This is an optimization exercise on Yosys and OpenROAD, whose aim is small area and a short achievable clock period, not a production implementation. In this exercise RTL edits were held to simulation tests only and were not proved equivalent to the original.

==> flow/design.v, too long to show whole: its modules and the start of the top module <==
// module g_inv: 5 lines
// module g_nand2: 5 lines
// module g_nand3: 5 lines
// module g_nand4: 5 lines
// module g_nor2: 5 lines
// module g_or3: 5 lines
// module g_nor3: 5 lines
// module g_o22ai: 5 lines
// module g_and2: 5 lines
// module g_xor2: 5 lines
// module g_xnor2: 5 lines
// module g_a21oi: 5 lines
// module g_o21ai: 5 lines
// module g_a21o: 5 lines
// module g_a22oi: 5 lines
// module g_a222oi: 5 lines
// module g_fa: 5 lines
// module g_ha: 5 lines
// module ALU32Bit: 74 lines
// module RFReadBit: 33 lines
// module BoothMul32: 2713 lines
// module TopProcessor: 89 lines
module TopProcessor(Clk, Reset, InstrAddr, Instruction, DataAddr, DataWData, MemWrite, MemRead, DataRData, WriteData);
  // ...
==> flow/run.sh <==
#!/bin/bash
# synth_recipe.tcl (not shown) runs the flow's synth.tcl, then flattens the netlist and writes it again
# the make line also repeats each setting of config.mk as NAME=value (left out here)
make -C /OpenROAD-flow-scripts/flow DESIGN_CONFIG=/design/flow/config.mk WORK_HOME=/design/flow/orfs CLKGATE_MAP_FILE= SYNTH_SCRIPT=/design/flow/synth_recipe.tcl finish
==> flow/config.mk <==
export PLATFORM = sky130hd
export DESIGN_NAME = TopProcessor
export DESIGN_NICKNAME = TopProcessor
export VERILOG_FILES = /design/flow/design.v
export SDC_FILE = /design/flow/constraint.sdc
export NUM_CORES = 4
export LEC_CHECK = 0
export CAP_MARGIN = 20
export CORE_MARGIN = 2
export CORE_UTILIZATION = 40
export SETUP_SLACK_MARGIN = 5
export SLEW_MARGIN = 20
export SYNTH_HIERARCHICAL = 1
==> flow/constraint.sdc <==
create_clock -name core_clock -period 24.0 [get_ports {Clk}]
set_input_delay 4.8000 -clock core_clock [delete_from_list [all_inputs] [get_ports {Clk}]]
set_output_delay 4.8000 -clock core_clock [all_outputs]
set_load 0.01 [all_outputs]
==> metrics.cfg, run 1 <==
[final_layout]
multi_input_comb_cells = 3572
sh_seq_area_pct = 42.5
nets = 5728
seqCellArea_sq_um = 30400
bufAreaShareNonClock_pct = 5.79
multi_input_area_sq_um = 30600
layout_commonest_cell = edfxtp_1

[logic_synthesis]
synthFlopType = edfxtp_1
ys_seq_area_share_pct = 49.7
synth_edf_count = 992
synth_area_per_cell_sq_um = 12.4
synth_cell_type_count = 93

[status]
status = complete, no violations

[global_route]
grt_use_met2_pct = 46.6
antenna_found_initial = 12
grt_pass1_wl_mm = 365

[drt]
met2_length_mm = 111

[critical_path]
crit_start = Instruction[16]
end_kind = output port
rrSetupSlack_ns = 14.15
cpLargestDelayFamily = buffers and inverters

[placement]
pre_cts_ws_ns = 3.72

[floorplan]
initial_core_util_pct = 40.2
n_tap_cell = 2030

[sta]
slew_headroom_pct = 29.9
finalClockSkew_ns = 0.0744
slew_violations = 0

==> run 2, diff against run 1 <==
==> flow/flow/run.sh (new file) <==
#!/bin/bash
# Own layout flow: the standard synthesis unchanged, then ORFS from
# floorplan to finish with three knobs the flow settings cannot reach:
#  - a larger setup margin for the timing repair steps,
#  - repair of the worst path only (no total-negative-slack repair),
#  - buf_2 cells as the port buffers.
# Each step's full output goes to its own log in this folder.
set -euo pipefail
MARGIN=8
bash standard.sh synth > synth.log 2>&1
sed -e "s|\"\${@:-finish}\"|SETUP_SLACK_MARGIN=$MARGIN TNS_END_PERCENT=0 BUFFER_PORTS_ARGS='-buffer_cell sky130_fd_sc_hd__buf_2' \"\${@:-finish}\"|" standard.sh > layout.sh
bash layout.sh > layout.log 2>&1
==> flow/standard.sh (new file) <==
#!/bin/bash
# synth_recipe.tcl (not shown) runs the flow's synth.tcl, then flattens the netlist and writes it again
# the make line also repeats each setting of config.mk as NAME=value (left out here)
make -C /OpenROAD-flow-scripts/flow DESIGN_CONFIG=/design/flow/config.mk WORK_HOME=/design/flow/orfs CLKGATE_MAP_FILE= SYNTH_SCRIPT=/design/flow/synth_recipe.tcl "${@:-finish}"
--- a/flow/config.mk
+++ b/flow/config.mk
@@ -7,7 +7,7 @@
 export LEC_CHECK = 0
 export CAP_MARGIN = 20
 export CORE_MARGIN = 2
-export CORE_UTILIZATION = 40
+export CORE_UTILIZATION = 55
 export SETUP_SLACK_MARGIN = 5
 export SLEW_MARGIN = 20
 export SYNTH_HIERARCHICAL = 1
removed: flow/run.sh
==> run 2 against run 1 <==
Register-to-register slack better by 0.09 ns. Largest cell class unchanged. Critical endpoint unchanged. Still clean. Worst setup slack better by 1.7 ns.
==> metrics.cfg, run 2 <==
[status]
status = complete, no violations  ; unchanged

[critical_path]
crit_top_cell = buf_6  ; was fa_1
startpoint_type = input pin  ; unchanged
cpLargestDelayFamily = adder cells  ; was buffers and inverters
end_kind = output port  ; unchanged
critPathArrivalTime_ns = 12.29  ; was 13.98 ns
crit_path_max_incr_delay_ns = 0.66  ; was 0.64 ns
crit_slowest_cell = fa_2  ; was buf_4
critical_path_class = in2out  ; unchanged
required_ns = 19.20  ; about the same
critPathBufInv = 11  ; was 10
cp_max_fo = 16  ; was 35

[clocking]
clockRootBuffer = clkbuf_16  ; unchanged
cts_tree = yes  ; unchanged
cts_buffers = 104  ; was 101
clock_sinks = 1022  ; unchanged
cts_buffer_depth = 3  ; unchanged
clkTransAtPathRegs_ns = 0.06  ; about the same
clock_latency_ns = 0.72  ; was 0.75 ns
cts_hold_buf = 0  ; unchanged
h-tree-depth = 3  ; unchanged

[global_route]
grt_max_degree = 59  ; unchanged
track_usage_pct = 47.0  ; was 32.3%
antenna_found_initial = 14  ; was 12
grt_pass1_vias = 51300  ; was 50.4k
grt_pass1_wl_mm = 376  ; was 365 mm
grt_overflow = 0  ; unchanged

[sta]
period_share_pct = 71.2  ; was 78.3%
finalCriticalPeriod_ns = 17.09  ; was 18.78 ns
final.setup.worst_slack_ns = 6.91  ; was 5.22 ns
tns_ns = 0  ; unchanged
finalSetupViolCount = 0  ; unchanged
fmax_mhz = 58.5  ; was 53.2 MHz
finalClockSkew_ns = 0.0496  ; was 0.0744 ns
slew_headroom_pct = 18.8  ; was 29.9%
rsz0062_at_grt = true  ; was false
worst_pin_slew_ns = 1.21  ; was 1.05 ns
slew_violations = 0  ; unchanged
hold_viol_final = 0  ; unchanged

[final_layout]
top_regs = RF x992, PC x30  ; unchanged
seqCellArea_sq_um = 30400  ; unchanged
layout_commonest_cell = edfxtp_1  ; unchanged
nets = 5865  ; was 5728
synthToLayoutAreaGrowth_pct = 20.5  ; was 17.1%
fillCellCount = 8208  ; was 13.5k
top_register = RF  ; unchanged
instances_no_fill = 7093  ; was 7486
layout-drive-gt1-share_pct = 21.9  ; was 14.0%
largest_register_ffs = 992  ; unchanged
multi_input_area_sq_um = 31600  ; was 30600 sq um
final_cell_mix = 992 x edfxtp_1, 640 x a222oi_1, 329 x nand2_1  ; was 992 x edfxtp_1, 640 x a222oi_1, 336 x nand2_1

[logic_synthesis]
synth.area.top_cells = edfxtp_1 49%, a222oi_1 10%, fa_1 6.9%  ; unchanged
async_flop_share_pct = 0  ; unchanged
yosys_warnings = 8  ; unchanged
ys_seq_area_share_pct = 49.7  ; unchanged
synth_area_per_cell_sq_um = 12.4  ; unchanged
synth_most_common_cell = edfxtp_1  ; unchanged
synth_top_area_share_pct = 48.7  ; unchanged
synth_edf_count = 992  ; unchanged
synthFlopType = edfxtp_1  ; unchanged
synth_top_cell_by_area = edfxtp_1  ; unchanged
ys_top_cells_by_count = 992 x edfxtp_1, 640 x a222oi_1, 353 x nand2_1  ; unchanged
synthCells = 4946  ; unchanged
syn_area_sq_um = 61100  ; unchanged
synth_cell_type_count = 93  ; unchanged
ys_ff_latch = 1022  ; unchanged

[job]
maxCapViolCount = 0  ; unchanged

[drt]
drt_pre_antenna_iters = 13  ; unchanged
wirelength_mm = 272  ; was 263 mm
route.vias.total = 54600  ; was 52.6k
antenna_left = 0  ; unchanged
drc = 0  ; unchanged
first_iter_violations = 11500  ; was 9986
wl_per_cell_um = 38.3  ; was 35.2 um
vias_per_cell = 7.69  ; was 7.02

[floorplan]
row_count = 122  ; was 143
initial_core_util_pct = 55.4  ; was 40.2%
io_pins = 196  ; unchanged
die_w_um = 337  ; was 395 um
die_h_um = 337  ; was 395 um
die_area_sq_um = 114000  ; was 156000 sq um
coreArea_sq_um = 110000  ; was 152000 sq um

[placement]
globalplace.congestion = 0.983  ; was 0.995
portBuffers = 193  ; unchanged
place_inst = 6703  ; was 7267
dp_hpwl_mm = 163  ; was 166 mm
pre_cts_ws_ns = 4.84  ; was 3.72 ns

[hold_path]
hp-class = reg2reg  ; unchanged

## run 2: cell counts after synthesis
No cell type changed its count.
## run 2: path summary, 6_finish.rpt
check / startpoint / end / slack [ns] / depth (start not counted)
max: Instruction[19] / WriteData[31] / 6.91 / 33
min: PC[2]$_SDFF_PP0_ / PC[2]$_SDFF_PP0_ / 0.57 / 3
max reg2reg: RF[301]$_DFFE_PP_ / PC[28]$_SDFF_PP0_ / 14.24 / 32
min reg2reg: PC[2]$_SDFF_PP0_ / PC[2]$_SDFF_PP0_ / 0.57 / 3
## run 2: repair_timing
item	in CTS	in global routing
buffers inserted	122	28
gates resized for setup	333	63
gates cloned	30	6
setup endpoints to repair	38	30
pin swaps	151	63
## run 2: cell families after synthesis
logic type / Yosys count / synth area share, %
buffers and inverters: 355 / 2.46
XOR/XNOR: 437 / 6.26
adder cells (fa/ha/maj): 292 / 8.58
AO/OA/AOI/OAI: 1512 / 19.7
AND/OR/NAND/NOR: 1118 / 9.31
multiplexers: 209 / 3.90
other: 1 / 0.00614
flip-flops: 1022 / 49.7
## run 2: area by class of cell
class | count | share of cell area, %
Antenna cell | 10 | 0.0340
Timing Repair Buffer | 581 | 7.32
Multi-Input combinational cell | 3583 | 42.9
Sequential cell | 1022 | 41.3
Clock buffer | 127 | 3.71
Clock inverter | 67 | 1.16
Tap cell | 1488 | 2.53
Inverter | 215 | 1.11
## run 2: Yosys stat by module (local to each module, per instance), a selection
module        cells inside  area [sq um]
g_nand4                  1          6.26
g_o22ai                  1          6.26
g_nand3                  1          5.00
g_a222oi                 1          10.0
g_o21ai                  1          5.00
g_a21o                   1          7.51
g_fa                     1          20.0
TopProcessor          1600         33900
g_nor3                   1          10.0
g_xor2                   1          8.76
g_nand2                  1          3.75
ALU32Bit              1100          7260
g_xnor2                  1          8.76
## run 2: through the flow
stage | instance area, sq um | utilization, % | hold slack, ns
after global placement | 66000 | 59.8 | 0.545
after detailed placement | 66000 | 59.8 | 0.551
after CTS | 72900 | 66.1 | 0.563
final | 73600 | 66.7 | 0.567
after floorplan | 61400 | - | 0.544
after global routing | 73600 | 66.7 | 0.578
## run 2: metal layers
layer	wire (um)	share of wire (%)	up-vias	track usage, %
li1	-	-	21800	-
met1	88700	33	26400	58.0
met2	113000	42	5153	67.3
met3	43000	16	1185	15.9
met4	27300	10	12	37.6
met5	76	0.028	-	0
## run 2: worst min-delay path, cell delays in order, from the launching register on
cell and delay [ns]:
dfxtp_1 0.32, inv_1 0.05, ha_1 0.12, nor2_1 0.04

-- separate check: timing with driven ports --
In the flow no input, the clock included, has a driving cell. The finished layouts below were timed again as built, in two steps.
Step 1 (the two cells are an assumption about what drives the block):
set clk [get_ports {Clk}]
set_driving_cell -lib_cell sky130_fd_sc_hd__clkbuf_16 $clk
set_driving_cell -lib_cell sky130_fd_sc_hd__buf_2 [delete_from_list [all_inputs] $clk]
Step 2 adds t to the input delays and takes it off the output delays; t is the mean of the earliest and latest rising clock arrival at the registers after step 1. Input paths then give back, and output paths get back, about the clock's delay inside the block.
Slacks: no drivers / after step 1 / after step 2; pairs: no drivers / after step 1.
run | t, ns | slack for setup (ns) | worst setup path at the end
run 1 | 0.790 | 5.216 / 5.183 / 5.183 | input to output
run 2 | 0.776 | 6.908 / 6.706 / 6.706 | input to output
After both steps every run listed still meets setup and hold. The setup slack of run 2, which loses most, moves by -0.202 ns with the drivers and by -0.202 ns with both steps.
